Background: an optimization exercise with open tools, aiming at small area, a short achievable clock period and few clock cycles per item. Do not read the settings as production practice. Function was checked by simulation only, so behaviour that the tests miss may differ from the original. Power and IR drop assume default switching activity.

[flow/design.v]
module md5_tables (
  input  wire [5:0]  step,
  output wire [7:0]  msel,
  output wire [3:0]  fsel,
  output wire [3:0]  rv,
  output wire [4:0]  ru,
  output wire        cl
);
  wire [63:0] msel_t0 = 64'h0040400018988444;
  assign msel[0] = msel_t0[step];
  wire [63:0] msel_t1 = 64'h1010080800404202;
  assign msel[1] = msel_t1[step];
  wire [63:0] msel_t2 = 64'h0000202000000080;
  assign msel[2] = msel_t2[step];
  wire [63:0] msel_t3 = 64'h0888800022220000;
  assign msel[3] = msel_t3[step];
  wire [63:0] msel_t4 = 64'h0000044440001111;
  assign msel[4] = msel_t4[step];
  wire [63:0] msel_t5 = 64'h2626111101010000;
  assign msel[5] = msel_t5[step];
  wire [63:0] msel_t6 = 64'h0101008084042020;
  assign msel[6] = msel_t6[step];
  wire [63:0] msel_t7 = 64'h0000020200000808;
  assign msel[7] = msel_t7[step];
  wire [63:0] fsel_t0 = 64'h0000000000007fff;
  assign fsel[0] = fsel_t0[step];
  wire [63:0] fsel_t1 = 64'h000000007fff8000;
  assign fsel[1] = fsel_t1[step];
  wire [63:0] fsel_t2 = 64'h00007fff80000000;
  assign fsel[2] = fsel_t2[step];
  wire [63:0] fsel_t3 = 64'h7fff800000000000;
  assign fsel[3] = fsel_t3[step];
  wire [63:0] rv_t0 = 64'h00002aaac4441111;
  assign rv[0] = rv_t0[step];
  wire [63:0] rv_t1 = 64'h444400001999a222;
  assign rv[1] = rv_t1[step];
  wire [63:0] rv_t2 = 64'h1999800022224444;
  assign rv[2] = rv_t2[step];
  wire [63:0] rv_t3 = 64'h2222555500000888;
  assign rv[3] = rv_t3[step];
  wire [63:0] ru_t0 = 64'h0888888888888888;
  assign ru[0] = ru_t0[step];
  wire [63:0] ru_t1 = 64'h1111111111110000;
  assign ru[1] = ru_t1[step];
  wire [63:0] ru_t2 = 64'h2222000022221111;
  assign ru[2] = ru_t2[step];
  wire [63:0] ru_t3 = 64'h0000222200002222;
  assign ru[3] = ru_t3[step];
  wire [63:0] ru_t4 = 64'h4444444444444444;
  assign ru[4] = ru_t4[step];
  wire [63:0] cl_t0 = 64'h8000000000000000;
  assign cl = cl_t0[step];
endmodule
module md5_add (
  input  wire [31:0] a,
  input  wire [31:0] b,
  output wire [31:0] s
);
  wire [31:0] p = a ^ b;
  wire [31:0] gg = a & b;
  wire g1 = gg[1] | (p[1] & gg[0]);
  wire p1 = p[1] & p[0];
  wire g2 = gg[3] | (p[3] & gg[2]);
  wire p2 = p[3] & p[2];
  wire g3 = gg[5] | (p[5] & gg[4]);
  wire p3 = p[5] & p[4];
  wire g4 = gg[7] | (p[7] & gg[6]);
  wire p4 = p[7] & p[6];
  wire g5 = gg[9] | (p[9] & gg[8]);
  wire p5 = p[9] & p[8];
  wire g6 = gg[11] | (p[11] & gg[10]);
  wire p6 = p[11] & p[10];
  wire g7 = gg[13] | (p[13] & gg[12]);
  wire p7 = p[13] & p[12];
  wire g8 = gg[15] | (p[15] & gg[14]);
  wire p8 = p[15] & p[14];
  wire g9 = gg[17] | (p[17] & gg[16]);
  wire p9 = p[17] & p[16];
  wire g10 = gg[19] | (p[19] & gg[18]);
  wire p10 = p[19] & p[18];
  wire g11 = gg[21] | (p[21] & gg[20]);
  wire p11 = p[21] & p[20];
  wire g12 = gg[23] | (p[23] & gg[22]);
  wire p12 = p[23] & p[22];
  wire g13 = gg[25] | (p[25] & gg[24]);
  wire p13 = p[25] & p[24];
  wire g14 = gg[27] | (p[27] & gg[26]);
  wire p14 = p[27] & p[26];
  wire g15 = gg[29] | (p[29] & gg[28]);
  wire p15 = p[29] & p[28];
  wire g16 = gg[31] | (p[31] & gg[30]);
  wire p16 = p[31] & p[30];
  wire g17 = gg[2] | (p[2] & g1);
  wire p17 = p[2] & p1;
  wire g18 = g2 | (p2 & g1);
  wire p18 = p2 & p1;
  wire g19 = gg[6] | (p[6] & g3);
  wire p19 = p[6] & p3;
  wire g20 = g4 | (p4 & g3);
  wire p20 = p4 & p3;
  wire g21 = gg[10] | (p[10] & g5);
  wire p21 = p[10] & p5;
  wire g22 = g6 | (p6 & g5);
  wire p22 = p6 & p5;
  wire g23 = gg[14] | (p[14] & g7);
  wire p23 = p[14] & p7;
  wire g24 = g8 | (p8 & g7);
  wire p24 = p8 & p7;
  wire g25 = gg[18] | (p[18] & g9);
  wire p25 = p[18] & p9;
  wire g26 = g10 | (p10 & g9);
  wire p26 = p10 & p9;
  wire g27 = gg[22] | (p[22] & g11);
  wire p27 = p[22] & p11;
  wire g28 = g12 | (p12 & g11);
  wire p28 = p12 & p11;
  wire g29 = gg[26] | (p[26] & g13);
  wire p29 = p[26] & p13;
  wire g30 = g14 | (p14 & g13);
  wire p30 = p14 & p13;
  wire g31 = gg[30] | (p[30] & g15);
  wire p31 = p[30] & p15;
  wire g32 = g16 | (p16 & g15);
  wire p32 = p16 & p15;
  wire g33 = gg[4] | (p[4] & g18);
  wire p33 = p[4] & p18;
  wire g34 = g3 | (p3 & g18);
  wire p34 = p3 & p18;
  wire g35 = g19 | (p19 & g18);
  wire p35 = p19 & p18;
  wire g36 = g20 | (p20 & g18);
  wire p36 = p20 & p18;
  wire g37 = gg[12] | (p[12] & g22);
  wire p37 = p[12] & p22;
  wire g38 = g7 | (p7 & g22);
  wire p38 = p7 & p22;
  wire g39 = g23 | (p23 & g22);
  wire p39 = p23 & p22;
  wire g40 = g24 | (p24 & g22);
  wire p40 = p24 & p22;
  wire g41 = gg[20] | (p[20] & g26);
  wire p41 = p[20] & p26;
  wire g42 = g11 | (p11 & g26);
  wire p42 = p11 & p26;
  wire g43 = g27 | (p27 & g26);
  wire p43 = p27 & p26;
  wire g44 = g28 | (p28 & g26);
  wire p44 = p28 & p26;
  wire g45 = gg[28] | (p[28] & g30);
  wire p45 = p[28] & p30;
  wire g46 = g15 | (p15 & g30);
  wire p46 = p15 & p30;
  wire g47 = g31 | (p31 & g30);
  wire p47 = p31 & p30;
  wire g48 = g32 | (p32 & g30);
  wire p48 = p32 & p30;
  wire g49 = gg[8] | (p[8] & g36);
  wire p49 = p[8] & p36;
  wire g50 = g5 | (p5 & g36);
  wire p50 = p5 & p36;
  wire g51 = g21 | (p21 & g36);
  wire p51 = p21 & p36;
  wire g52 = g22 | (p22 & g36);
  wire p52 = p22 & p36;
  wire g53 = g37 | (p37 & g36);
  wire p53 = p37 & p36;
  wire g54 = g38 | (p38 & g36);
  wire p54 = p38 & p36;
  wire g55 = g39 | (p39 & g36);
  wire p55 = p39 & p36;
  wire g56 = g40 | (p40 & g36);
  wire p56 = p40 & p36;
  wire g57 = gg[24] | (p[24] & g44);
  wire p57 = p[24] & p44;
  wire g58 = g13 | (p13 & g44);
  wire p58 = p13 & p44;
  wire g59 = g29 | (p29 & g44);
  wire p59 = p29 & p44;
  wire g60 = g30 | (p30 & g44);
  wire p60 = p30 & p44;
  wire g61 = g45 | (p45 & g44);
  wire p61 = p45 & p44;
  wire g62 = g46 | (p46 & g44);
  wire p62 = p46 & p44;
  wire g63 = g47 | (p47 & g44);
  wire p63 = p47 & p44;
  wire g64 = g48 | (p48 & g44);
  wire p64 = p48 & p44;
  wire g65 = gg[16] | (p[16] & g56);
  wire p65 = p[16] & p56;
  wire g66 = g9 | (p9 & g56);
  wire p66 = p9 & p56;
  wire g67 = g25 | (p25 & g56);
  wire p67 = p25 & p56;
  wire g68 = g26 | (p26 & g56);
  wire p68 = p26 & p56;
  wire g69 = g41 | (p41 & g56);
  wire p69 = p41 & p56;
  wire g70 = g42 | (p42 & g56);
  wire p70 = p42 & p56;
  wire g71 = g43 | (p43 & g56);
  wire p71 = p43 & p56;
  wire g72 = g44 | (p44 & g56);
  wire p72 = p44 & p56;
  wire g73 = g57 | (p57 & g56);
  wire p73 = p57 & p56;
  wire g74 = g58 | (p58 & g56);
  wire p74 = p58 & p56;
  wire g75 = g59 | (p59 & g56);
  wire p75 = p59 & p56;
  wire g76 = g60 | (p60 & g56);
  wire p76 = p60 & p56;
  wire g77 = g61 | (p61 & g56);
  wire p77 = p61 & p56;
  wire g78 = g62 | (p62 & g56);
  wire p78 = p62 & p56;
  wire g79 = g63 | (p63 & g56);
  wire p79 = p63 & p56;
  wire g80 = g64 | (p64 & g56);
  wire p80 = p64 & p56;
  assign s = p ^ {g79, g78, g77, g76, g75, g74, g73, g72, g71, g70, g69, g68, g67, g66, g65, g56, g55, g54, g53, g52, g51, g50, g49, g36, g35, g34, g33, g18, g17, g1, gg[0], 1'b0};
endmodule
module md5_addbk (
  input  wire [31:0] a,
  input  wire [31:0] b,
  output wire [31:0] s
);
  wire [31:0] p = a ^ b;
  wire [31:0] gg = a & b;
  wire g1 = gg[1] | (p[1] & gg[0]);
  wire p1 = p[1] & p[0];
  wire g2 = gg[3] | (p[3] & gg[2]);
  wire p2 = p[3] & p[2];
  wire g3 = gg[5] | (p[5] & gg[4]);
  wire p3 = p[5] & p[4];
  wire g4 = gg[7] | (p[7] & gg[6]);
  wire p4 = p[7] & p[6];
  wire g5 = gg[9] | (p[9] & gg[8]);
  wire p5 = p[9] & p[8];
  wire g6 = gg[11] | (p[11] & gg[10]);
  wire p6 = p[11] & p[10];
  wire g7 = gg[13] | (p[13] & gg[12]);
  wire p7 = p[13] & p[12];
  wire g8 = gg[15] | (p[15] & gg[14]);
  wire p8 = p[15] & p[14];
  wire g9 = gg[17] | (p[17] & gg[16]);
  wire p9 = p[17] & p[16];
  wire g10 = gg[19] | (p[19] & gg[18]);
  wire p10 = p[19] & p[18];
  wire g11 = gg[21] | (p[21] & gg[20]);
  wire p11 = p[21] & p[20];
  wire g12 = gg[23] | (p[23] & gg[22]);
  wire p12 = p[23] & p[22];
  wire g13 = gg[25] | (p[25] & gg[24]);
  wire p13 = p[25] & p[24];
  wire g14 = gg[27] | (p[27] & gg[26]);
  wire p14 = p[27] & p[26];
  wire g15 = gg[29] | (p[29] & gg[28]);
  wire p15 = p[29] & p[28];
  wire g16 = gg[31] | (p[31] & gg[30]);
  wire p16 = p[31] & p[30];
  wire g17 = g2 | (p2 & g1);
  wire p17 = p2 & p1;
  wire g18 = g4 | (p4 & g3);
  wire p18 = p4 & p3;
  wire g19 = g6 | (p6 & g5);
  wire p19 = p6 & p5;
  wire g20 = g8 | (p8 & g7);
  wire p20 = p8 & p7;
  wire g21 = g10 | (p10 & g9);
  wire p21 = p10 & p9;
  wire g22 = g12 | (p12 & g11);
  wire p22 = p12 & p11;
  wire g23 = g14 | (p14 & g13);
  wire p23 = p14 & p13;
  wire g24 = g16 | (p16 & g15);
  wire p24 = p16 & p15;
  wire g25 = g18 | (p18 & g17);
  wire p25 = p18 & p17;
  wire g26 = g20 | (p20 & g19);
  wire p26 = p20 & p19;
  wire g27 = g22 | (p22 & g21);
  wire p27 = p22 & p21;
  wire g28 = g24 | (p24 & g23);
  wire p28 = p24 & p23;
  wire g29 = g26 | (p26 & g25);
  wire p29 = p26 & p25;
  wire g30 = g28 | (p28 & g27);
  wire p30 = p28 & p27;
  wire g31 = g30 | (p30 & g29);
  wire p31 = p30 & p29;
  wire g32 = g27 | (p27 & g29);
  wire p32 = p27 & p29;
  wire g33 = g19 | (p19 & g25);
  wire p33 = p19 & p25;
  wire g34 = g21 | (p21 & g29);
  wire p34 = p21 & p29;
  wire g35 = g23 | (p23 & g32);
  wire p35 = p23 & p32;
  wire g36 = g3 | (p3 & g17);
  wire p36 = p3 & p17;
  wire g37 = g5 | (p5 & g25);
  wire p37 = p5 & p25;
  wire g38 = g7 | (p7 & g33);
  wire p38 = p7 & p33;
  wire g39 = g9 | (p9 & g29);
  wire p39 = p9 & p29;
  wire g40 = g11 | (p11 & g34);
  wire p40 = p11 & p34;
  wire g41 = g13 | (p13 & g32);
  wire p41 = p13 & p32;
  wire g42 = g15 | (p15 & g35);
  wire p42 = p15 & p35;
  wire g43 = gg[2] | (p[2] & g1);
  wire p43 = p[2] & p1;
  wire g44 = gg[4] | (p[4] & g17);
  wire p44 = p[4] & p17;
  wire g45 = gg[6] | (p[6] & g36);
  wire p45 = p[6] & p36;
  wire g46 = gg[8] | (p[8] & g25);
  wire p46 = p[8] & p25;
  wire g47 = gg[10] | (p[10] & g37);
  wire p47 = p[10] & p37;
  wire g48 = gg[12] | (p[12] & g33);
  wire p48 = p[12] & p33;
  wire g49 = gg[14] | (p[14] & g38);
  wire p49 = p[14] & p38;
  wire g50 = gg[16] | (p[16] & g29);
  wire p50 = p[16] & p29;
  wire g51 = gg[18] | (p[18] & g39);
  wire p51 = p[18] & p39;
  wire g52 = gg[20] | (p[20] & g34);
  wire p52 = p[20] & p34;
  wire g53 = gg[22] | (p[22] & g40);
  wire p53 = p[22] & p40;
  wire g54 = gg[24] | (p[24] & g32);
  wire p54 = p[24] & p32;
  wire g55 = gg[26] | (p[26] & g41);
  wire p55 = p[26] & p41;
  wire g56 = gg[28] | (p[28] & g35);
  wire p56 = p[28] & p35;
  wire g57 = gg[30] | (p[30] & g42);
  wire p57 = p[30] & p42;
  assign s = p ^ {g57, g42, g56, g35, g55, g41, g54, g32, g53, g40, g52, g34, g51, g39, g50, g29, g49, g38, g48, g33, g47, g37, g46, g25, g45, g36, g44, g17, g43, g1, gg[0], 1'b0};
endmodule
module md5_ktab (
  input  wire [5:0]  step,
  output wire [31:0] k
);
  wire [63:0] t0 = 64'hf4ef5e112e3a536a;
  assign k[0] = t0[step];
  wire [63:0] t1 = 64'h289b0182c394bd3f;
  assign k[1] = t1[step];
  wire [63:0] t2 = 64'h12a3d68c0f88250d;
  assign k[2] = t2[step];
  wire [63:0] t3 = 64'h20a42914744c259e;
  assign k[3] = t3[step];
  wire [63:0] t4 = 64'h72752940311a16a3;
  assign k[4] = t4[step];
  wire [63:0] t5 = 64'h352679721484cf1c;
  assign k[5] = t5[step];
  wire [63:0] t6 = 64'h01e8f1e8b5db8087;
  assign k[6] = t6[step];
  wire [63:0] t7 = 64'h6d5b339177e4378e;
  assign k[7] = t7[step];
  wire [63:0] t8 = 64'hc64b15329bc5bf49;
  assign k[8] = t8[step];
  wire [63:0] t9 = 64'hfb83c1b93167273d;
  assign k[9] = t9[step];
  wire [63:0] t10 = 64'h09f165d147b4857d;
  assign k[10] = t10[step];
  wire [63:0] t11 = 64'h08d934fccac2428c;
  assign k[11] = t11[step];
  wire [63:0] t12 = 64'h7ce97ec5845b1fc3;
  assign k[12] = t12[step];
  wire [63:0] t13 = 64'h99a7a3cf98619103;
  assign k[13] = t13[step];
  wire [63:0] t14 = 64'h7bf968bb48e63736;
  assign k[14] = t14[step];
  wire [63:0] t15 = 64'h7135185918e505d5;
  assign k[15] = t15[step];
  wire [63:0] t16 = 64'haa2c93e73be82215;
  assign k[16] = t16[step];
  wire [63:0] t17 = 64'h782d32f8fd4e8251;
  assign k[17] = t17[step];
  wire [63:0] t18 = 64'he1724a5e331ec75d;
  assign k[18] = t18[step];
  wire [63:0] t19 = 64'h15b9d6faf40ab60c;
  assign k[19] = t19[step];
  wire [63:0] t20 = 64'h380e18fb8746fe2c;
  assign k[20] = t20[step];
  wire [63:0] t21 = 64'h11a1e36df9ac622e;
  assign k[21] = t21[step];
  wire [63:0] t22 = 64'ha8281a15bed32749;
  assign k[22] = t22[step];
  wire [63:0] t23 = 64'h60e67ffe9ae45a95;
  assign k[23] = t23[step];
  wire [63:0] t24 = 64'hdafb2817edc45fdc;
  assign k[24] = t24[step];
  wire [63:0] t25 = 64'hefb33171a15aab10;
  assign k[25] = t25[step];
  wire [63:0] t26 = 64'h9dfcf66ff64ab25a;
  assign k[26] = t26[step];
  wire [63:0] t27 = 64'h75b629d6d8245fe1;
  assign k[27] = t27[step];
  wire [63:0] t28 = 64'h1924aa6492289248;
  assign k[28] = t28[step];
  wire [63:0] t29 = 64'hfbae91eebac6baeb;
  assign k[29] = t29[step];
  wire [63:0] t30 = 64'hcdaddb36b76ddadd;
  assign k[30] = t30[step];
  wire [63:0] t31 = 64'h5b76db6ddb6db76d;
  assign k[31] = t31[step];
endmodule
module MD5_custom_SIMD_instruction (clk, reset,
	in_v, rd, vrd1, vrd2,
		in_data, in_vdata1, in_vdata2,
	out_v, out_rd, out_vrd1, out_vrd2,
		out_data, out_vdata1, out_vdata2);
	input clk, reset;
	input in_v;
	input [4:0] rd;
	input [2:0] vrd1, vrd2;
	input [32-1:0] in_data;
	input [256-1:0] in_vdata1, in_vdata2;
	output out_v;
	output [4:0] out_rd;
	output [2:0] out_vrd1, out_vrd2;
	output [32-1:0] out_data;
	output [256-1:0] out_vdata1, out_vdata2;
	wire [511:0] min = {in_vdata2, in_vdata1};
	reg        busy, fin, outv, first;
	reg [5:0]  cnt;
	reg [4:0]  t_rd;
	reg [2:0]  t_vrd1, t_vrd2;
	reg [31:0] a, b, c, d, t;
	reg [31:0] ring [0:15];
	reg [7:0]  mr;
	reg [3:0]  fs;
	wire       cl = fin;
	reg [3:0]  rv;
	reg [4:0]  ru;
	always @(*) begin
		case ({cnt[5:4], cnt[1:0]})
			4'd0: begin rv = fin ? 4'd0 : 4'd8; ru = fin ? 5'd0 : 5'd1; end
			4'd1: begin rv = fin ? 4'd0 : 4'd1; ru = fin ? 5'd0 : 5'd4; end
			4'd2: begin rv = fin ? 4'd0 : 4'd2; ru = fin ? 5'd0 : 5'd8; end
			4'd3: begin rv = fin ? 4'd0 : 4'd4; ru = fin ? 5'd0 : 5'd16; end
			4'd4: begin rv = fin ? 4'd0 : 4'd2; ru = fin ? 5'd0 : 5'd1; end
			4'd5: begin rv = fin ? 4'd0 : 4'd2; ru = fin ? 5'd0 : 5'd2; end
			4'd6: begin rv = fin ? 4'd0 : 4'd4; ru = fin ? 5'd0 : 5'd4; end
			4'd7: begin rv = fin ? 4'd0 : 4'd1; ru = fin ? 5'd0 : 5'd16; end
			4'd8: begin rv = fin ? 4'd0 : 4'd1; ru = fin ? 5'd0 : 5'd1; end
			4'd9: begin rv = fin ? 4'd0 : 4'd8; ru = fin ? 5'd0 : 5'd2; end
			4'd10: begin rv = fin ? 4'd0 : 4'd1; ru = fin ? 5'd0 : 5'd8; end
			4'd11: begin rv = fin ? 4'd0 : 4'd8; ru = fin ? 5'd0 : 5'd16; end
			4'd12: begin rv = fin ? 4'd0 : 4'd4; ru = fin ? 5'd0 : 5'd1; end
			4'd13: begin rv = fin ? 4'd0 : 4'd4; ru = fin ? 5'd0 : 5'd2; end
			4'd14: begin rv = fin ? 4'd0 : 4'd8; ru = fin ? 5'd0 : 5'd4; end
			4'd15: begin rv = fin ? 4'd0 : 4'd2; ru = fin ? 5'd0 : 5'd16; end
			default: begin rv = 4'd0; ru = 5'd0; end
		endcase
	end
	reg        run;    
	wire       last = busy & (cnt == 6'd63);
	wire [31:0] kadd;
	wire [7:0]  msel;
	wire [3:0]  fsel, rvn;
	wire [4:0]  run_;
	wire        cln;
	md5_tables tab (.step(cnt), .msel(msel), .fsel(fsel), .rv(rvn), .ru(run_), .cl(cln));
	wire        pol = ~cnt[0] & ~fin;
	wire [31:0] mword = {32{pol}} ^ (
		({32{mr[0]}} & ring[0]) |
		({32{mr[1]}} & ring[1]) |
		({32{mr[2]}} & ring[2]) |
		({32{mr[3]}} & ring[3]) |
		({32{mr[4]}} & ring[5]) |
		({32{mr[5]}} & ring[8]) |
		({32{mr[6]}} & ring[9]) |
		({32{mr[7]}} & ring[10]));
	wire [31:0] kt;
	md5_ktab ktab (.step(cnt), .k(kt));
	wire [31:0] kr = fin ? 32'h10325476 : kt;
	wire [31:0] ts = d ^ kr ^ mword;
	wire [31:0] tc = (d & kr) | (d & mword) | (kr & mword);
	wire [31:0] tsum;
	md5_addbk addt (.a(ts), .b({tc[30:0], 1'b0}), .s(tsum));
	wire [31:0] f = ({32{first}} & 32'hd76aa477) |
		({32{fs[0]}} & ((b & c) | (~b & d))) |
		({32{fs[1]}} & ((d & b) | (~d & c))) |
		({32{fs[2]}} & (b ^ c ^ d)) |
		({32{fs[3]}} & (c ^ (b | ~d)));
	wire [31:0] x;
	md5_add addx (.a(f), .b(t), .s(x));
	wire [31:0] z =
		({32{rv[0]}} & x) |
		({32{rv[1]}} & {x[30:0], x[31:31]}) |
		({32{rv[2]}} & {x[29:0], x[31:30]}) |
		({32{rv[3]}} & {x[28:0], x[31:29]});
	wire [31:0] y =
		({32{ru[0]}} & {z[27:0], z[31:28]}) |
		({32{ru[1]}} & {z[23:0], z[31:24]}) |
		({32{ru[2]}} & {z[19:0], z[31:20]}) |
		({32{ru[3]}} & {z[15:0], z[31:16]}) |
		({32{ru[4]}} & {z[11:0], z[31:12]}) |
		({32{cl}} & 32'hefcdab89);
	wire [31:0] bn;
	md5_add addb (.a(b), .b(y), .s(bn));
	wire [31:0] dn;
	md5_addbk addd (.a(c), .b({32{fin}} & 32'h98badcfe), .s(dn));
	integer j;
	always @(posedge clk) begin
		if (reset) begin
			run <= 1'b0;
			busy <= 1'b0;
			fin <= 1'b0;
			outv <= 1'b0;
		end else begin
			run <= busy | in_v;
			busy <= busy ? ~last : in_v;
			fin <= last;
			outv <= fin;
		end
		first <= ~run;
		cnt <= busy ? cnt + 6'd1 : 6'd0;
		mr <= busy ? msel : 8'd4;
		fs <= busy ? fsel : 4'd0;
		a <= t;
		if (run) begin
			b <= bn;
			c <= b;
			d <= dn;
			t <= tsum;
			for (j = 0; j < 16; j = j + 1) ring[(j+1)%16] <= ~ring[j];
		end else begin
			b <= 32'hefcdab89; c <= 32'h98badcfe; d <= 32'h10325476;
			t <= min[31:0];
			t_rd <= rd; t_vrd1 <= vrd1; t_vrd2 <= vrd2;
			ring[1] <= ~min[31:0];
			ring[2] <= ~min[63:32];
			ring[4] <= ~min[95:64];
			ring[15] <= ~min[127:96];
			ring[13] <= ~min[159:128];
			ring[6] <= ~min[191:160];
			ring[0] <= ~min[223:192];
			ring[3] <= ~min[255:224];
			ring[9] <= ~min[287:256];
			ring[10] <= ~min[319:288];
			ring[12] <= ~min[351:320];
			ring[7] <= ~min[383:352];
			ring[5] <= ~min[415:384];
			ring[14] <= ~min[447:416];
			ring[8] <= ~min[479:448];
			ring[11] <= ~min[511:480];
		end
	end
	assign out_v = outv;
	assign out_rd = t_rd;
	assign out_vrd1 = t_vrd1;
	assign out_vrd2 = t_vrd2;
	assign out_data = 32'd0;
	assign out_vdata2 = {256{1'b0}};
	assign out_vdata1 = {128'd0, t, d, b, a};
endmodule
[flow/flow/run.sh]
#!/bin/bash
# ORFS layout (the standard.sh) with: the full-adder and half-adder cells kept out of
# synthesis and layout (the platform's don't-use list plus fa/ha), a tighter setup-repair
# target, free resizing, and minimum-size port buffers.
set -euo pipefail
DU="sky130_fd_sc_hd__probe_p_8 sky130_fd_sc_hd__probec_p_8 sky130_fd_sc_hd__lpflow_bleeder_1 sky130_fd_sc_hd__lpflow_clkbufkapwr_1 sky130_fd_sc_hd__lpflow_clkbufkapwr_16 sky130_fd_sc_hd__lpflow_clkbufkapwr_2 sky130_fd_sc_hd__lpflow_clkbufkapwr_4 sky130_fd_sc_hd__lpflow_clkbufkapwr_8 sky130_fd_sc_hd__lpflow_clkinvkapwr_1 sky130_fd_sc_hd__lpflow_clkinvkapwr_16 sky130_fd_sc_hd__lpflow_clkinvkapwr_2 sky130_fd_sc_hd__lpflow_clkinvkapwr_4 sky130_fd_sc_hd__lpflow_clkinvkapwr_8 sky130_fd_sc_hd__lpflow_decapkapwr_12 sky130_fd_sc_hd__lpflow_decapkapwr_3 sky130_fd_sc_hd__lpflow_decapkapwr_4 sky130_fd_sc_hd__lpflow_decapkapwr_6 sky130_fd_sc_hd__lpflow_decapkapwr_8 sky130_fd_sc_hd__lpflow_inputiso0n_1 sky130_fd_sc_hd__lpflow_inputiso0p_1 sky130_fd_sc_hd__lpflow_inputiso1n_1 sky130_fd_sc_hd__lpflow_inputiso1p_1 sky130_fd_sc_hd__lpflow_inputisolatch_1 sky130_fd_sc_hd__lpflow_isobufsrc_1 sky130_fd_sc_hd__lpflow_isobufsrc_16 sky130_fd_sc_hd__lpflow_isobufsrc_2 sky130_fd_sc_hd__lpflow_isobufsrc_4 sky130_fd_sc_hd__lpflow_isobufsrc_8 sky130_fd_sc_hd__lpflow_isobufsrckapwr_16 sky130_fd_sc_hd__lpflow_lsbuf_lh_hl_isowell_tap_1 sky130_fd_sc_hd__lpflow_lsbuf_lh_hl_isowell_tap_2 sky130_fd_sc_hd__lpflow_lsbuf_lh_hl_isowell_tap_4 sky130_fd_sc_hd__lpflow_lsbuf_lh_isowell_4 sky130_fd_sc_hd__lpflow_lsbuf_lh_isowell_tap_1 sky130_fd_sc_hd__lpflow_lsbuf_lh_isowell_tap_2 sky130_fd_sc_hd__lpflow_lsbuf_lh_isowell_tap_4 sky130_fd_sc_hd__fa_1 sky130_fd_sc_hd__fa_2 sky130_fd_sc_hd__fa_4 sky130_fd_sc_hd__ha_1 sky130_fd_sc_hd__ha_2 sky130_fd_sc_hd__ha_4"
bash standard.sh "DONT_USE_CELLS=$DU" SETUP_SLACK_MARGIN=9 MATCH_CELL_FOOTPRINT=0 SKIP_REPAIR_TIE_FANOUT=1 "BUFFER_PORTS_ARGS=-buffer_cell sky130_fd_sc_hd__buf_1" finish > standard.log 2>&1
[flow/constraint.sdc]
create_clock -name core_clock -period 12.0 [get_ports {clk}]
set_input_delay 2.4000 -clock core_clock [delete_from_list [all_inputs] [get_ports {clk}]]
set_output_delay 2.4000 -clock core_clock [all_outputs]
set_load 0.01 [all_outputs]
[flow/config.mk]
export PLATFORM = sky130hd
export DESIGN_NAME = MD5_custom_SIMD_instruction
export DESIGN_NICKNAME = MD5_custom_SIMD_instruction
export VERILOG_FILES = /design/flow/design.v
export SDC_FILE = /design/flow/constraint.sdc
export NUM_CORES = 8
export LEC_CHECK = 0
export ABC_AREA = 1
export CAP_MARGIN = 20
export CORE_AREA = 5 5 375 375
export DIE_AREA = 0 0 380 380
export SLEW_MARGIN = 20
export TNS_END_PERCENT = 0
[flow/standard.sh]
#!/bin/bash
# synth_recipe.tcl (not shown) runs the flow's synth.tcl, then flattens the netlist and writes it again
# the make line also repeats each setting of config.mk as NAME=value (left out here)
make -C /OpenROAD-flow-scripts/flow DESIGN_CONFIG=/design/flow/config.mk WORK_HOME=/design/flow/orfs CLKGATE_MAP_FILE= SYNTH_SCRIPT=/design/flow/synth_recipe.tcl "${@:-finish}"
==> results.txt, run 1 <==
Most common cell after layout, fill and taps aside - nand2_1
HPWL Detailed - 130000 um
WL met3 - 12600 um
Port-buffer cells - 665
IO Pins - 1114
Clock latency on the worst-skew pair - 0.70 ns
Post-Place Cell Area - 40100 um^2
Drt total wl - 171000 um
Post-synth ARST share - 0%
Post-Route Skew - 0.0490 ns
CTS HTree Levels - 3
Layout cells sized above 1 - 15.5%
Setup WS pre-CTS - 6.32 ns
CP required - 12.59 ns
RSZ-0062 raised after global routing - true
Largest stage delay, worst path - 0.46 ns
Antenna viol nets, final - 0
Area contributors post-synth - dfxtp_1 (36%), nand2_1 (12%), mux2i_1 (10%)
CP Max Fanout - 8
Clock-pin slew on the worst setup and hold paths - 0.06 ns
Root buffer cell - clkbuf_16
Design Power - 9.56 mW
Clock tree sinks - 706
Slowest-stage cell, CP - xnor2_1
Post-synth EDFFs - 11
Peak supply drop - 0.000138 V
Most frequent cells in the layout - nand2_1 (1196), buf_1 (664), dfxtp_1 (630)
Hold Startpoint - ring[6][28]
R2r worst-path depth - 28
Setup TNS - 0 ns
Clock Tree Buf Depth - 3
Initial antenna violation count - 33
Count of final max-slew check failures - 0
Synth Instances - 5243
GRT Util Overall - 22.4%
Arrival time at the worst endpoint - 4.78 ns
GP Congestion - 0.969
Largest net degree at the start of global routing - 417
Hold path endpoint - ring[7][28]
Final instance area - 46200 um^2
Setup ws final - 7.81 ns
TritonCTS buffer count - 82
Synth top area share - 35.8%
Overflow after GRT - 0
Max-cap violations - 0
First-pass GRT wire length - 242000 um
TritonCTS clock tree - built
Period utilization - 34.9%
Mapped cell area - 38900 um^2
Die H - 380 um
Fin nets - 6139
Sequential share of the synthesized area - 36.6%
Rows - 135
Starting DRT DRC Count - 2698
Routed len/inst - 23.0 um
Final Hold Viols - 0
Yosys warns - 2
Worst setup EP type - register
Syn avg cell area - 7.42 um^2
Max transition margin - 25.1%
Setup slack, reg-to-reg - 7.81 ns
Post-Syn Nets - 5801
Setup CP Type - reg2reg
CP startpoint kind - register
Routed wl met2 - 81600 um
Final setup fails - 0
Die Span X - 380 um
DRT Pass-1 Iters - 6
Status - no timing/DRC/antenna violations
Netlist cell types - 67
Synth-to-layout area growth - 18.7%
Via count - 36900
Synth Register Bits - 706
WHS Path Cells - 1
Leak Pwr - 20.5 nW
DRC - 0
Most common cell on crit path - nand2_1
Starting Density - 28.7%
Hold crit path type - reg2reg
Worst R2R End - b[28]
PD cells - 207 nW/um^2
Post-layout minimum cycle time - 4.19 ns
Core area - 136000 um^2
Largest area contributor in the netlist - dfxtp_1
Prevailing post-synth register cell - dfxtp_1
Least-Margin Pin Slew - 1.12 ns
Post-DR vias/cell - 4.96
DRT met1 WL - 66700 um
Top layer reached by signal wires - met5
Vias in the first global route - 35900
Die area - 144000 um^2
Fmax - 239 MHz
RR Startpoint - fs[1]
## worst max-delay path, delay by kind of cell (launching register included)
kind	cells	cell delay, ns
compound gates	6	0.98
xor+xnor	1	0.46
buf+inv	2	0.31
flops	1	0.41
simple gates	19	1.94
## synth_stat cells, types with 11 or more instances
master,instances
nand2_1,1276
o2111ai_1,30
a21boi_0,25
nand3_1,355
xnor2_1,27
a221oi_1,37
nor3_1,39
nand4_1,54
dfxtp_1,695
mux2i_1,401
nand2_2,56
nor2_2,26
buf_2,20
inv_2,34
buf_4,423
o21ai_0,238
a211oi_1,16
a31oi_1,14
clkbuf_1,103
o211ai_1,31
inv_1,430
edfxtp_1,11
or2_2,25
o22ai_1,29
o21bai_1,29
o21ai_1,29
buf_1,51
a21oi_1,196
nor2_1,326
xor2_1,86
nand3b_1,18
## cells by family (layout without fill, tap and decap cells)
family                   after synthesis  after routing  share of synthesized area (%)
AND/OR/NAND/NOR                     2217           2219                           24.4
buffers and inverters               1072           1473                           14.7
AO/OA/AOI/OAI                        732            732                           11.4
flip-flops                           706            706                           36.6
multiplexers                         401            401                           10.3
XOR/XNOR                             113            113                           2.54
adder cells (fa/ha/maj)                1              1                         0.0257
other                                  1             19                        0.00964
## power by group
| group | switching (mW) | internal (mW) | total [mW] | leakage [nW] |
|---|---|---|---|---|
| Clock | 1.11 | 1.56 | 2.68 | 1.41 |
| Sequential | 0.374 | 2.71 | 3.09 | 5.96 |
| Combinational | 2.51 | 1.29 | 3.80 | 13.1 |
## worst max path at each step
stage / from / to / slack (ns) / cells past startpoint
after floorplan: b[9] / b[29] / 8.53 / 35
after global placement: cnt[0] / t[31] / 6.13 / 28
after detailed placement: cnt[0] / t[31] / 6.32 / 29
after CTS: fs[1] / b[29] / 7.89 / 33
after global routing: d[28] / b[28] / 7.49 / 33
final: fs[1] / b[28] / 7.81 / 28
## metal layers
layer / track usage, % / vias up
met1: 26.3 / 17200
li1: - / 17600
met2: 38.5 / 1620
met3: 4.70 / 424
met5: 0 / -
met4: 12.1 / 18
## repair_timing
item / 4_1_cts / 5_1_grt
setup buffers: 133 / 15
pin swaps: 90 / 39
cloned: 6 / 0
hold buffers: 0 / 0
gates resized for setup: 415 / 86
setup endpoints to repair: 358 / 420
## sequential cells by signal (all words and copies together), names as in the netlist, 3 cells and up
register,cells
ring,512
a,32
b,32
c,32
d,32
t,32
mr,8
cnt,6
t_rd,5
fs,4
t_vrd1,3
t_vrd2,3
## area by class of cell
cell class	instances	area, um^2
clock inverter	43	609
multi-input combinational	3467	20500
timing repair buffer	855	4330
clock buffer	106	2280
inverter	467	1850
sequential	706	14400
antenna	18	45.0
fill	14600	89600
tap	1781	2230
timing repair inverter	2	15.0
## stage by stage
step | std cells | utilization [%] | hold slack (ns)
finish | 7445 | 34.0 | 0.385
global route | 7437 | 34.0 | 0.401
CTS | 7412 | 33.7 | 0.385
detailed placement | 7124 | 29.5 | 0.398
global placement | 7124 | 29.5 | 0.392
floorplan | 5243 | - | 0.391
Testbench counts, summed over its fixed seeds: cycles 105,600, hashes 1,600.
==> inputs of run 2 (changes only) <==
--- a/flow/config.mk
+++ b/flow/config.mk
@@ -12,2 +12,2 @@
 export SLEW_MARGIN = 20
-export TNS_END_PERCENT = 0
+export TNS_END_PERCENT = 2
==> results.txt, run 2 <==
Layout cells sized above 1 - 19.0% (+3.5 points)
Post-DR vias/cell - 4.98 (+0.41%)
Status - no timing/DRC/antenna violations
Die area - 144000 um^2 (unchanged)
Most common cell after layout, fill and taps aside - nand2_1
Post-layout minimum cycle time - 4.20 ns (+0.0150 ns)
Clock latency on the worst-skew pair - 0.70 ns (about the same)
Area contributors post-synth - dfxtp_1 (36%), nand2_1 (12%), mux2i_1 (10%)
Arrival time at the worst endpoint - 4.74 ns (-0.04 ns)
Setup slack, reg-to-reg - 7.80 ns (about the same)
Most frequent cells in the layout - nand2_1 (1135), buf_1 (664), dfxtp_1 (621)
Max transition margin - 20.1% (-5.0 points)
Synth top cells by count - nand2_1 (1276), dfxtp_1 (695), inv_1 (430), buf_4 (423), mux2i_1 (401)
Drt total wl - 173000 um (+1.1%)
GRT Util Overall - 22.6% (+0.12 points)
Util after Layout - 35.0% (+1.0 points)
PD cells - 207 nW/um^2 (about the same)
Largest net degree at the start of global routing - 417 (unchanged)
Fin nets - 6198 (+0.96%)
Critical Path Start - fs[1]
Count of final max-slew check failures - 0 (unchanged)
Synth-to-layout area growth - 22.2%
CTS HTree Levels - 3 (unchanged)
Starting DRT DRC Count - 2778 (+3.0%)
Syn avg cell area - 7.42 um^2 (unchanged)
Fillcell total - 14400 (-0.84%)
Hold crit path type - reg2reg
Fmax - 238 MHz (-0.36%)
Prevailing post-synth register cell - dfxtp_1
WHS Path Cells - 1 (unchanged)
Worst setup EP type - register
Root buffer cell - clkbuf_16
RSZ-0062 raised after global routing - true
Rows - 135 (unchanged)
Final Hold Viols - 0 (unchanged)
Largest register FFs - 512 (unchanged)
Setup CP Type - reg2reg
GP Congestion - 0.969 (unchanged)
Most common cell on crit path - nand2_2
Top reg by flops - ring
Period utilization - 35.0% (+0.12 points)
Yosys warns - 2 (unchanged)
Clock Tree Buf Depth - 3 (unchanged)
Least-Margin Pin Slew - 1.20 ns (+0.0732 ns)
Routed len/inst - 23.1 um (+0.35%)
Setup ws final - 7.80 ns (-0.0150 ns)
Final instance area - 47600 um^2 (+2.9%)
Starting Density - 28.7% (unchanged)
Setup TNS - 0 ns (unchanged)
Clock tree sinks - 706 (unchanged)
Vias in the first global route - 36200 (+0.73%)
Die Span X - 380 um (unchanged)
Via count - 37400 (+1.2%)
CP startpoint kind - register
Clock-pin slew on the worst setup and hold paths - 0.06 ns (about the same)
TritonCTS buffer count - 82 (unchanged)
Post-Place Cell Area - 40100 um^2 (unchanged)
Netlist cell types - 67 (unchanged)
First-pass GRT wire length - 243000 um (+0.51%)
Slowest-stage cell, CP - dfxtp_4
Worst R2R End - b[29]
Port-buffer cells - 665 (unchanged)
CP Max Fanout - 8 (unchanged)
Final setup fails - 0 (unchanged)
Post-Syn Nets - 5801 (unchanged)
Hold Startpoint - ring[6][28]
Post-synth ARST share - 0% (unchanged)
HPWL Detailed - 130000 um (unchanged)
Hold path endpoint - ring[7][28]
Post-Route Skew - 0.0465 ns (-0.00247 ns)
Setup WS pre-CTS - 6.32 ns (unchanged)
DRC - 0 (unchanged)
Mapped cell area - 38900 um^2 (unchanged)
RR Startpoint - fs[1]
Synth top area share - 35.8% (unchanged)
Hold buffers post-CTS - 0 (unchanged)
DRT Pass-1 Iters - 8 (+2)
Antenna viol nets, final - 0 (unchanged)
Overflow after GRT - 0 (unchanged)
Sequential share of the synthesized area - 36.6% (unchanged)
IO Pins - 1114 (unchanged)
Max-cap violations - 0 (unchanged)
CP required - 12.53 ns (-0.06 ns)
Die H - 380 um (unchanged)
Top-count cell post-synth - nand2_1
Core area - 136000 um^2 (unchanged)
Initial antenna violation count - 33 (unchanged)
Post-synth EDFFs - 11 (unchanged)
Largest stage delay, worst path - 0.41 ns (-0.05 ns)
Design Power - 9.85 mW (+3.0%)
Leak Pwr - 21.0 nW (+2.5%)
R2r worst-path depth - 34 (+21%)
TritonCTS clock tree - built
Largest area contributor in the netlist - dfxtp_1
Synth Register Bits - 706 (unchanged)
Synth Instances - 5243 (unchanged)
Peak supply drop - 0.000138 V (about the same)
[run 2: cell counts after synthesis]
No cell type changed its count.
[run 2: cell type report]
cell class | count | area [um^2] | area share, %
Antenna cell | 18 | 45.0 | 0.0947
Clock buffer | 106 | 2280 | 4.80
Clock inverter | 43 | 609 | 1.28
Inverter | 467 | 1880 | 3.95
Multi-Input combinational cell | 3467 | 21200 | 44.6
Sequential cell | 706 | 14400 | 30.3
Tap cell | 1781 | 2230 | 4.69
Timing Repair Buffer | 914 | 4890 | 10.3
Timing Repair inverter | 2 | 15.0 | 0.0316
[run 2: logic make-up (layout without fill, tap and decap cells)]
family	Yosys count	in the layout	synth area share [%]
AND/OR/NAND/NOR	2217	2219	24.4
buffers and inverters	1072	1532	14.7
AO/OA/AOI/OAI	732	732	11.4
flip-flops	706	706	36.6
multiplexers	401	401	10.3
XOR/XNOR	113	113	2.54
adder cells (fa/ha/maj)	1	1	0.0257
other	1	19	0.00964
[run 2: stage by stage]
step | std cells | hold slack (ns)
final | 7504 | 0.389
after CTS | 7448 | 0.385
after global routing | 7496 | 0.401
after detailed placement | 7124 | 0.398
after global placement | 7124 | 0.392
after floorplan | 5243 | 0.391
[run 2: how the worst max path moves through the flow]
stage          cells past startpoint    end  slack (ns)
4_1_cts                           33  b[29]        7.90
3_5_place_dp                      29  t[31]        6.32
3_3_place_gp                      28  t[31]        6.13
6_report                          34  b[29]        7.80
2_1_floorplan                     35  b[29]        8.53
5_1_grt                           35   b[7]        7.52
[run 2: critical path, delay by kind of cell (launching register included)]
kind,cells,cell delay [ns]
simple gates,33,3.38
flops,1,0.41
buf+inv,1,0.17
[run 2: power breakdown]
part           leakage [nW]  switching [mW]  total, mW  internal (mW)
Clock                  1.41            1.11       2.68           1.56
Sequential             5.97           0.383       3.10           2.71
Combinational          13.6            2.65       4.08           1.43
[run 2: metal layers]
layer	vias to the layer above	share of wire, %	GRT usage [%]
li1	17700	-	-
met1	17600	39	26.3
met2	1631	48	38.7
met3	435	7.4	4.77
met4	18	6.1	12.1
met5	-	0.070	0
[run 2: what timing repair did]
action / in CTS / in global routing
setup buffers: 168 / 37
pin swaps: 113 / 69
cloned: 7 / 1
gates resized for setup: 493 / 243
setup endpoints to repair: 358 / 419
==> inputs of run 3 (changes only) <==
--- a/flow/config.mk
+++ b/flow/config.mk
@@ -10,4 +10,6 @@
 export CORE_AREA = 5 5 375 375
+export CTS_CLUSTER_DIAMETER = 80
+export CTS_CLUSTER_SIZE = 22
 export DIE_AREA = 0 0 380 380
 export SLEW_MARGIN = 20
-export TNS_END_PERCENT = 2
+export TNS_END_PERCENT = 0
==> results.txt, run 3 <==
Fmax - 235 MHz (-1.3%)
Mapped cell area - 38900 um^2 (unchanged)
Post-DR vias/cell - 4.98 (about the same)
CP Max Fanout - 8 (unchanged)
Least-Margin Pin Slew - 1.19 ns (-0.00659 ns)
Die H - 380 um (unchanged)
Largest area contributor in the netlist - dfxtp_1
Setup TNS - 0 ns (unchanged)
Top reg by flops - ring
Placed Instances - 7124 (unchanged)
Synth top cells by count - nand2_1 (1276), dfxtp_1 (695), inv_1 (430), buf_4 (423), mux2i_1 (401)
Vias in the first global route - 35600 (-1.5%)
Fin nets - 6153 (-0.73%)
Arrival time at the worst endpoint - 4.88 ns (+0.14 ns)
TritonCTS buffer count - 56 (-32%)
Post-Route Skew - 0.115 ns (+0.0685 ns)
Drt total wl - 172000 um (-0.82%)
Clock Tree Buf Depth - 3 (unchanged)
Antenna viol nets, final - 0 (unchanged)
Design Power - 9.20 mW (-6.6%)
Area contributors post-synth - dfxtp_1 (36%), nand2_1 (12%), mux2i_1 (10%)
Syn avg cell area - 7.42 um^2 (unchanged)
Leak Pwr - 20.3 nW (-3.1%)
RSZ-0062 raised after global routing - true
Initial antenna violation count - 35 (+6.1%)
Sequential share of the synthesized area - 36.6% (unchanged)
Largest register FFs - 512 (unchanged)
Rows - 135 (unchanged)
CP required - 12.62 ns (+0.09 ns)
Top-count cell post-synth - nand2_1
Reg power frac - 33.6% (+2.2 points)
Routed len/inst - 23.1 um (+0.23%)
GRT Util Overall - 22.3% (-0.26 points)
Setup CP Type - reg2reg
Layout cells sized above 1 - 17.8% (-1.2 points)
Slowest-stage cell, CP - dfxtp_4
Synth Register Bits - 706 (unchanged)
Overflow after GRT - 0 (unchanged)
Yosys warns - 2 (unchanged)
CTS HTree Levels - 2 (-1)
Most frequent cells in the layout - nand2_1 (1130), buf_1 (665), dfxtp_1 (615)
Net switching power - 4.05 mW (-2.3%)
Largest stage delay, worst path - 0.38 ns (-0.03 ns)
PD cells - 199 nW/um^2 (-3.8%)
Clock network power share - 22.0% (-5.2 points)
Register area - 14400 um^2 (about the same)
Clock-pin slew on the worst setup and hold paths - 0.09 ns (+0.03 ns)
Clock latency on the worst-skew pair - 0.73 ns (+0.03 ns)
Setup ws final - 7.74 ns (-0.0567 ns)
First-pass GRT wire length - 240000 um (-0.95%)
Period utilization - 35.5% (+0.47 points)
Final setup fails - 0 (unchanged)
DRT Pass-1 Iters - 6 (-2)
Fillcell total - 14500 (+0.72%)
Final instance count without filler cells - 7425 (-1.1%)
Hold crit path type - reg2reg
Starting Density - 28.7% (unchanged)
Count of final max-slew check failures - 0 (unchanged)
Prevailing post-synth register cell - dfxtp_1
Switching Share - 44.0% (+1.9 points)
Most common cell after layout, fill and taps aside - nand2_1
Area taken by multi-input logic gates - 21100 um^2 (-0.73%)
Core area - 136000 um^2 (unchanged)
Starting DRT DRC Count - 2813 (+1.3%)
Die area - 144000 um^2 (unchanged)
Post-Syn Nets - 5801 (unchanged)
Peak supply drop - 0.000138 V (about the same)
GP Congestion - 0.969 (unchanged)
Final Hold Viols - 0 (unchanged)
Setup WS pre-CTS - 6.32 ns (unchanged)
Post-synth EDFFs - 11 (unchanged)
Die Span X - 380 um (unchanged)
Largest net degree at the start of global routing - 417 (unchanged)
Synth Instances - 5243 (unchanged)
Util after Layout - 34.0% (-1.0 points)
IO Pins - 1114 (unchanged)
Post-synth ARST share - 0% (unchanged)
Port-buffer cells - 665 (unchanged)
Netlist cell types - 67 (unchanged)
Clock tree sinks - 706 (unchanged)
Via count - 37000 (-1.0%)
Worst setup EP type - register
Most common cell on crit path - buf_4
DRC - 0 (unchanged)
Int Pwr - 5.15 mW (-9.7%)
Logic pwr share - 44.3% (+2.9 points)
Post-layout minimum cycle time - 4.26 ns (+0.0567 ns)
Max transition margin - 20.5% (+0.44 points)
Synth-to-layout area growth - 18.7%
Status - no timing/DRC/antenna violations
CP startpoint kind - register
Synth top area share - 35.8% (unchanged)
HPWL Detailed - 130000 um (unchanged)
Root buffer cell - clkbuf_16
TritonCTS clock tree - built
Max-cap violations - 0 (unchanged)
run 3: changes by cell type in the layout (fill, tap and decap cells not counted), moves of 9 or more:
| cell | previous run | this run |
|---|---|---|
| buf_12 | 27 | 18 |
| clkinv_2 | 17 | 3 |
| clkbuf_16 | 88 | 59 |
| clkbuf_1 | 12 | 2 |
| nand2_4 | 31 | 43 |
| buf_4 | 202 | 192 |
run 3: layout make-up:
cell class / count / area share [%]
clock inverters: 30 / 1.01
clock buffers: 61 / 3.16
diodes: 16 / 0.0867
repair inverters: 4 / 0.103
repair buffers: 893 / 9.93
multi-input cells: 3467 / 45.6
well taps: 1781 / 4.83
flip-flops and latches: 706 / 31.2
inverters: 467 / 4.09
run 3: stage by stage:
step | hold WS, ns | area (um^2)
floorplan | 0.391 | 38900
CTS | 0.410 | 44800
finish | 0.408 | 46200
global route | 0.417 | 46200
detailed placement | 0.398 | 40100
global placement | 0.392 | 40100
run 3: timing repair:
action	in CTS	in global routing
cloned	7	1
setup endpoints to repair	354	417
pin swaps	91	121
gates resized for setup	416	292
hold buffers	0	0
setup buffers	146	40
run 3: cells by family (layout without fill, tap and decap cells):
family / count (synthesis) / after routing / synth area share, %
fa+ha+maj: 1 / 1 / 0.0257
mux: 401 / 401 / 10.3
xor+xnor: 113 / 113 / 2.54
compound gates: 732 / 732 / 11.4
other cells: 1 / 17 / 0.00964
simple gates: 2217 / 2219 / 24.4
buf+inv: 1072 / 1455 / 14.7
flops: 706 / 706 / 36.6
run 3: power by group through the flow:
stage	registers, mW	logic, mW	clock network (mW)
after detailed placement	3.13	3.23	0
after floorplan	2.98	2.34	0
final	3.09	4.08	2.03
after CTS	3.09	3.72	2.08
after global placement	3.12	3.19	0
after global routing	3.13	4.44	2.16
run 3: path summary, 6_finish.rpt:
path | startpoint | to | slack, ns | cells past startpoint
hold / removal | ring[12][18] | ring[13][18] | 0.41 | 1
hold reg to reg | ring[12][18] | ring[13][18] | 0.41 | 1
setup reg to reg | first | b[7] | 7.74 | 32
setup / recovery | first | b[7] | 7.74 | 32
run 3: critical path, delay by kind of cell (launching register included):
kind | cells | cell delay (ns)
buffers and inverters | 10 | 1.26
AO/OA/AOI/OAI | 2 | 0.25
flip-flops | 1 | 0.38
AND/OR/NAND/NOR | 20 | 2.25
run 3: layer usage:
metal  GRT usage (%)  wire (um)  vias to the layer above
met5               0        143                        -
met4            12.1      11000                       20
met3            4.40      12200                      431
met2            38.6      81800                     1611
met1            25.9      66600                    17300
li1                -          -                    17600
==> inputs of run 4 (changes only) <==
--- a/flow/config.mk
+++ b/flow/config.mk
@@ -11,3 +11,3 @@
 export CTS_CLUSTER_DIAMETER = 80
-export CTS_CLUSTER_SIZE = 22
+export CTS_CLUSTER_SIZE = 28
 export DIE_AREA = 0 0 380 380
==> results.txt, run 4 <==
Status - no timing/DRC/antenna violations
Post-Route Skew - 0.0844 ns (-0.0307 ns)
Hold crit path type - reg2reg
Max-cap violations - 0 (unchanged)
Largest net degree at the start of global routing - 417 (unchanged)
Area contributors post-synth - dfxtp_1 (36%), nand2_1 (12%), mux2i_1 (10%)
DRT Pass-1 Iters - 7 (+1)
Core area - 136000 um^2 (unchanged)
Post-Syn Nets - 5801 (unchanged)
Compound-Gate Fraction of Synth Area - 11.4% (unchanged)
Largest family of logic cells by synthesized area - simple AND/OR/NAND/NOR gates
RSZ-0062 raised after global routing - true
Synth-to-layout area growth - 16.5%
Netlist cell types - 67 (unchanged)
M2 GR Usage - 38.5% (-0.040 points)
Fin nets - 6115 (-0.62%)
Fillcell total - 14600 (+0.41%)
Top reg by flops - ring
GP Congestion - 0.969 (unchanged)
TritonCTS clock tree - built
Die Span X - 380 um (unchanged)
Leak Pwr - 20.0 nW (-1.6%)
Mapped cell area - 38900 um^2 (unchanged)
TritonCTS buffer count - 53 (-5.4%)
Final setup fails - 0 (unchanged)
Rows - 135 (unchanged)
Adder-Cell Fraction of Synth Area - 0.0257% (unchanged)
Final Hold Viols - 0 (unchanged)
Yosys warns - 2 (unchanged)
Clock tree sinks - 706 (unchanged)
Most common cell on crit path - buf_4
DRC - 0 (unchanged)
Post-layout minimum cycle time - 4.29 ns (+0.0290 ns)
Vias in the first global route - 35500 (-0.31%)
Peak supply drop - 0.000138 V (about the same)
Most frequent cells in the layout - nand2_1 (1176), buf_1 (665), dfxtp_1 (625)
Starting Density - 28.7% (unchanged)
Hold buffers post-CTS - 0 (unchanged)
CTS HTree Levels - 2 (unchanged)
Synth Register Bits - 706 (unchanged)
Post-DR vias/cell - 4.96 (-0.29%)
GRT met1 Usage - 26.0% (+0.068 points)
IO Pins - 1114 (unchanged)
Post-synth ARST share - 0% (unchanged)
Worst setup EP type - register
XOR/XNOR share of the synthesized area - 2.54% (unchanged)
Initial antenna violation count - 33 (-5.7%)
Top-count cell post-synth - nand2_1
PD cells - 197 nW/um^2 (-1.1%)
Post-synth EDFFs - 11 (unchanged)
Starting DRT DRC Count - 2661 (-5.4%)
Prevailing post-synth register cell - dfxtp_1
Synth top area share - 35.8% (unchanged)
Syn avg cell area - 7.42 um^2 (unchanged)
Design Power - 8.94 mW (-2.9%)
Largest area contributor in the netlist - dfxtp_1
Slowest-stage cell, CP - dfxtp_2
Most common cell after layout, fill and taps aside - nand2_1
Synth top cells by count - nand2_1 (1276), dfxtp_1 (695), inv_1 (430), buf_4 (423), mux2i_1 (401)
Count of final max-slew check failures - 0 (unchanged)
GRT busiest layer - met2
Via count - 36700 (-0.77%)
M3 GR Usage - 4.19% (-0.21 points)
Arrival time at the worst endpoint - 4.89 ns (about the same)
Mux contribution to synthesized area - 10.3% (unchanged)
Antenna viol nets, final - 0 (unchanged)
Sequential share of the synthesized area - 36.6% (unchanged)
Overflow after GRT - 0 (unchanged)
HPWL Detailed - 130000 um (unchanged)
Die H - 380 um (unchanged)
First-pass GRT wire length - 240000 um (-0.23%)
Largest stage delay, worst path - 0.34 ns (-0.04 ns)
Root buffer cell - clkbuf_16
Period utilization - 35.7% (+0.24 points)
Layout cells sized above 1 - 15.6% (-2.2 points)
CP startpoint kind - register
CP Max Fanout - 8 (unchanged)
Largest register FFs - 512 (unchanged)
Fmax - 233 MHz (-0.68%)
Synth Area in Simple Gates - 24.4% (unchanged)
Synth Instances - 5243 (unchanged)
CP required - 12.61 ns (about the same)
Least-Margin Pin Slew - 1.11 ns (-0.0796 ns)
Clock Tree Buf Depth - 3 (unchanged)
Setup TNS - 0 ns (unchanged)
Clock-pin slew on the worst setup and hold paths - 0.10 ns (about the same)
Setup CP Type - reg2reg
Clock latency on the worst-skew pair - 0.70 ns (-0.03 ns)
Max transition margin - 25.9% (+5.3 points)
GRT Util Overall - 22.2% (-0.055 points)
Port-buffer cells - 665 (unchanged)
Drt total wl - 170000 um (-0.84%)
Die area - 144000 um^2 (unchanged)
Routed len/inst - 23.1 um (-0.35%)
## run 4: cell counts after synthesis
Identical to the previous run, type by type.
## run 4: area by class of cell
type / count / area, um^2 / share of cell area, %
antenna: 16 / 40.0 / 0.0883
clock buffer: 56 / 1370 / 3.02
clock inverter: 34 / 542 / 1.19
inverter: 467 / 1860 / 4.10
multi-input combinational: 3467 / 20600 / 45.3
sequential: 706 / 14400 / 31.7
tap: 1781 / 2230 / 4.91
timing repair buffer: 858 / 4320 / 9.52
timing repair inverter: 4 / 47.5 / 0.105
## run 4: metrics by stage
stage | util, % | setup WS [ns] | hold WS [ns] | cell area, um^2 | instances
finish | 33.4 | 7.71 | 0.409 | 45300 | 7389
CTS | 33.0 | 7.84 | 0.409 | 44800 | 7360
floorplan | - | 8.53 | 0.391 | 38900 | 5243
global route | 33.4 | 7.45 | 0.413 | 45300 | 7382
global placement | 29.5 | 6.13 | 0.392 | 40100 | 7124
detailed placement | 29.5 | 6.32 | 0.398 | 40100 | 7124
## run 4: cell families (layout without fill, tap and decap cells)
logic type / after synthesis / count (layout)
xor+xnor: 113 / 113
other cells: 1 / 17
simple gates: 2217 / 2219
flops: 706 / 706
buf+inv: 1072 / 1419
mux: 401 / 401
compound gates: 732 / 732
fa+ha+maj: 1 / 1
## run 4: worst max-delay path: cells and delay by family, from the launching register on
| kind | cells | cell delay [ns] |
|---|---|---|
| flops | 1 | 0.34 |
| buf+inv | 10 | 1.31 |
| compound gates | 3 | 0.42 |
| simple gates | 18 | 2.14 |
## run 4: layer usage
layer  share of wire [%]  up-vias  wire length [um]
met4                 6.2       18             10600
met1                  39    17200             66600
li1                    -    17500                 -
met3                 6.9      424             11700
met2                  48     1537             81300
met5               0.079        -               135
## run 4: path summary, 6_finish.rpt
| kind | start | endpoint | slack [ns] | depth (start not counted) |
|---|---|---|---|---|
| setup reg to reg | fs[0] | b[7] | 7.71 | 31 |
| setup / recovery | fs[0] | b[7] | 7.71 | 31 |
| hold / removal | ring[13][14] | ring[14][14] | 0.41 | 1 |
| hold reg to reg | ring[13][14] | ring[14][14] | 0.41 | 1 |
## run 4: power breakdown
part	switching, mW	internal, mW	total [mW]
sequential	0.380	2.71	3.09
clock	1.04	0.938	1.98
combinational	2.55	1.32	3.87
total	3.97	4.97	8.94
## run 4: repair_timing
action | CTS | global route
buffers inserted | 139 | 13
gates cloned | 7 | 0
pin swaps | 90 | 47
setup endpoints to repair | 353 | 416
resized for setup | 418 | 127
==> inputs of run 5 (changes only) <==
--- a/flow/config.mk
+++ b/flow/config.mk
@@ -8,3 +8,3 @@
 export ABC_AREA = 1
-export CAP_MARGIN = 20
+export CAP_MARGIN = 5
 export CORE_AREA = 5 5 375 375
@@ -13,3 +13,3 @@
 export DIE_AREA = 0 0 380 380
-export SLEW_MARGIN = 20
+export SLEW_MARGIN = 5
 export TNS_END_PERCENT = 0
==> results.txt, run 5 <==
Status - no timing/DRC/antenna violations
Top-count cell post-synth - nand2_1
Clock latency on the worst-skew pair - 0.70 ns (about the same)
Synth top area share - 35.8% (unchanged)
Most common cell on crit path - buf_4
Final setup fails - 0 (unchanged)
TritonCTS clock tree - built
Post-DR vias/cell - 4.96 (unchanged)
CP required - 12.61 ns (about the same)
Worst setup EP type - register
Hold buffers post-CTS - 0 (unchanged)
GRT Util Overall - 22.2% (unchanged)
IO Pins - 1114 (unchanged)
Period utilization - 35.7% (unchanged)
Netlist cell types - 67 (unchanged)
Register area - 14400 um^2 (unchanged)
Clock Tree Buf Depth - 3 (unchanged)
Drt total wl - 170000 um (unchanged)
Layout cells sized above 1 - 15.6% (unchanged)
Least-Margin Pin Slew - 1.11 ns (unchanged)
Sequential share of the synthesized area - 36.6% (unchanged)
Rows - 135 (unchanged)
Placed Instances - 7124 (unchanged)
Vias in the first global route - 35500 (unchanged)
Area contributors post-synth - dfxtp_1 (36%), nand2_1 (12%), mux2i_1 (10%)
First-pass GRT wire length - 240000 um (unchanged)
DRC - 0 (unchanged)
Most frequent cells in the layout - nand2_1 (1176), buf_1 (665), dfxtp_1 (625)
Largest stage delay, worst path - 0.34 ns (about the same)
Largest net degree at the start of global routing - 417 (unchanged)
Initial antenna violation count - 33 (unchanged)
Fin Hold WS - 0.409 ns (unchanged)
Design Power - 8.94 mW (unchanged)
Root buffer cell - clkbuf_16
Max-cap violations - 0 (unchanged)
Post-synth EDFFs - 11 (unchanged)
Leak Pwr - 20.0 nW (unchanged)
PD cells - 197 nW/um^2 (unchanged)
Prevailing post-synth register cell - dfxtp_1
Yosys warns - 2 (unchanged)
Clock-pin slew on the worst setup and hold paths - 0.10 ns (about the same)
Die Span X - 380 um (unchanged)
Top reg by flops - ring
Setup TNS - 0 ns (unchanged)
Antenna viol nets, final - 0 (unchanged)
Fmax - 233 MHz (unchanged)
CP Max Fanout - 8 (unchanged)
Most common cell after layout, fill and taps aside - nand2_1
Port-buffer cells - 665 (unchanged)
Hold crit path type - reg2reg
Final instance count without filler cells - 7389 (unchanged)
Post-Place Cell Area - 40100 um^2 (unchanged)
TritonCTS buffer count - 53 (unchanged)
Synth top cells by count - nand2_1 (1276), dfxtp_1 (695), inv_1 (430), buf_4 (423), mux2i_1 (401)
Starting DRT DRC Count - 2661 (unchanged)
CTS HTree Levels - 2 (unchanged)
Synth-to-layout area growth - 16.5% (unchanged)
Die H - 380 um (unchanged)
Post-layout minimum cycle time - 4.29 ns (unchanged)
RSZ-0062 raised after global routing - true
HPWL Detailed - 130000 um (unchanged)
Synth Instances - 5243 (unchanged)
Die area - 144000 um^2 (unchanged)
Area taken by multi-input logic gates - 20600 um^2 (unchanged)
Post-synth ARST share - 0% (unchanged)
Fillcell total - 14600 (unchanged)
Via count - 36700 (unchanged)
Largest register FFs - 512 (unchanged)
Setup WS pre-CTS - 6.32 ns (unchanged)
Max transition margin - 25.9% (unchanged)
Slowest-stage cell, CP - dfxtp_2
Setup ws final - 7.71 ns (unchanged)
Core area - 136000 um^2 (unchanged)
Syn avg cell area - 7.42 um^2 (unchanged)
Starting Density - 28.7% (unchanged)
Synth Register Bits - 706 (unchanged)
Post-Route Skew - 0.0844 ns (unchanged)
Arrival time at the worst endpoint - 4.89 ns (about the same)
Fin nets - 6115 (unchanged)
Final Hold Viols - 0 (unchanged)
Final instance area - 45300 um^2 (unchanged)
Overflow after GRT - 0 (unchanged)
Clock tree sinks - 706 (unchanged)
GP Congestion - 0.969 (unchanged)
Routed len/inst - 23.1 um (unchanged)
Largest area contributor in the netlist - dfxtp_1
Post-Syn Nets - 5801 (unchanged)
DRT Pass-1 Iters - 7 (unchanged)
Peak supply drop - 0.000138 V (unchanged)
Setup CP Type - reg2reg
Util after Layout - 33.4% (unchanged)
Count of final max-slew check failures - 0 (unchanged)
Mapped cell area - 38900 um^2 (unchanged)
CP startpoint kind - register
-- run 5: cell counts after synthesis --
No cell type changed its count.
-- run 5: critical path: cells and delay by family (launching register included) --
family,cells,cell delay (ns)
AOI/OAI and AO/OA,3,0.42
buffers and inverters,10,1.31
DFF,1,0.34
and+or+nand+nor,18,2.14
-- run 5: timing repair --
item	CTS	global route
endpoints found under the setup margin	353	416
gates cloned	7	0
buffers inserted	139	13
endpoints found under the hold margin	0	0
pin swaps	90	47
gates resized for setup	418	127
-- run 5: per-layer routing --
metal  global-route usage [%]  vias up  part of all wire [%]
met5                        0        -                 0.079
met4                     11.9       18                   6.2
met3                     4.19      424                   6.9
met2                     38.5     1537                    48
met1                     26.0    17200                    39
li1                         -    17500                     -
-- run 5: final timing paths --
kind | start | end | slack (ns) | cells after the start
max | fs[0] | b[7] | 7.71 | 31
min | ring[13][14] | ring[14][14] | 0.41 | 1
max reg2reg | fs[0] | b[7] | 7.71 | 31
min reg2reg | ring[13][14] | ring[14][14] | 0.41 | 1
-- run 5: kinds of logic (layout without fill, tap and decap cells) --
kind of cell / Yosys count / after routing / share of synthesized area (%)
simple gates: 2217 / 2219 / 24.4
buf+inv: 1072 / 1419 / 14.7
compound gates: 732 / 732 / 11.4
flops: 706 / 706 / 36.6
mux: 401 / 401 / 10.3
xor+xnor: 113 / 113 / 2.54
fa+ha+maj: 1 / 1 / 0.0257
other cells: 1 / 17 / 0.00964
-- run 5: cell type report --
class	count	area share, %
well taps	1781	4.91
repair buffers	858	9.52
repair inverters	4	0.105
multi-input cells	3467	45.3
flip-flops and latches	706	31.7
diodes	16	0.0883
clock buffers	56	3.02
inverters	467	4.10
clock inverters	34	1.19
-- run 5: power breakdown --
group | switching (mW) | internal, mW
sequential | 0.380 | 2.71
combinational | 2.55 | 1.32
clock | 1.04 | 0.938

[re-timing with driven ports]
In the flow no input, the clock included, has a driving cell. The finished layouts below were timed again as built, in two steps.
Step 1 (the two cells are an assumption about what drives the block):
set clk [get_ports {clk}]
set_driving_cell -lib_cell sky130_fd_sc_hd__clkbuf_16 $clk
set_driving_cell -lib_cell sky130_fd_sc_hd__buf_2 [delete_from_list [all_inputs] $clk]
Step 2 moves the port delays by t, midway between the first and last clock arrival at a register: inputs arrive t later, outputs are due t later. That takes back most of the time a late clock gives input paths.
Three values: ideal ports, drivers, drivers and shift; two values: the first two.
| run | shift t [ns] | setup WS [ns] | clock arrival spread, ns | slew at the worst register clock pin (ns) | worst data-port slew with drivers (ns) |
|---|---|---|---|---|---|
| run 1 | 0.766 | 7.811 / 7.811 / 7.811 | 0.059 / 0.059 | 0.07 / 0.07 | 0.25 |
| run 2 | 0.766 | 7.796 / 7.796 / 7.796 | 0.057 / 0.057 | 0.07 / 0.07 | 0.25 |
| run 3 | 0.758 | 7.740 / 7.740 / 7.740 | 0.118 / 0.118 | 0.09 / 0.09 | 0.23 |
| run 4 | 0.744 | 7.711 / 7.711 / 7.711 | 0.096 / 0.096 | 0.11 / 0.11 | 0.26 |
| run 5 | 0.744 | 7.711 / 7.711 / 7.711 | 0.096 / 0.096 | 0.11 / 0.11 | 0.26 |
After both steps setup and hold are still met in every run listed.
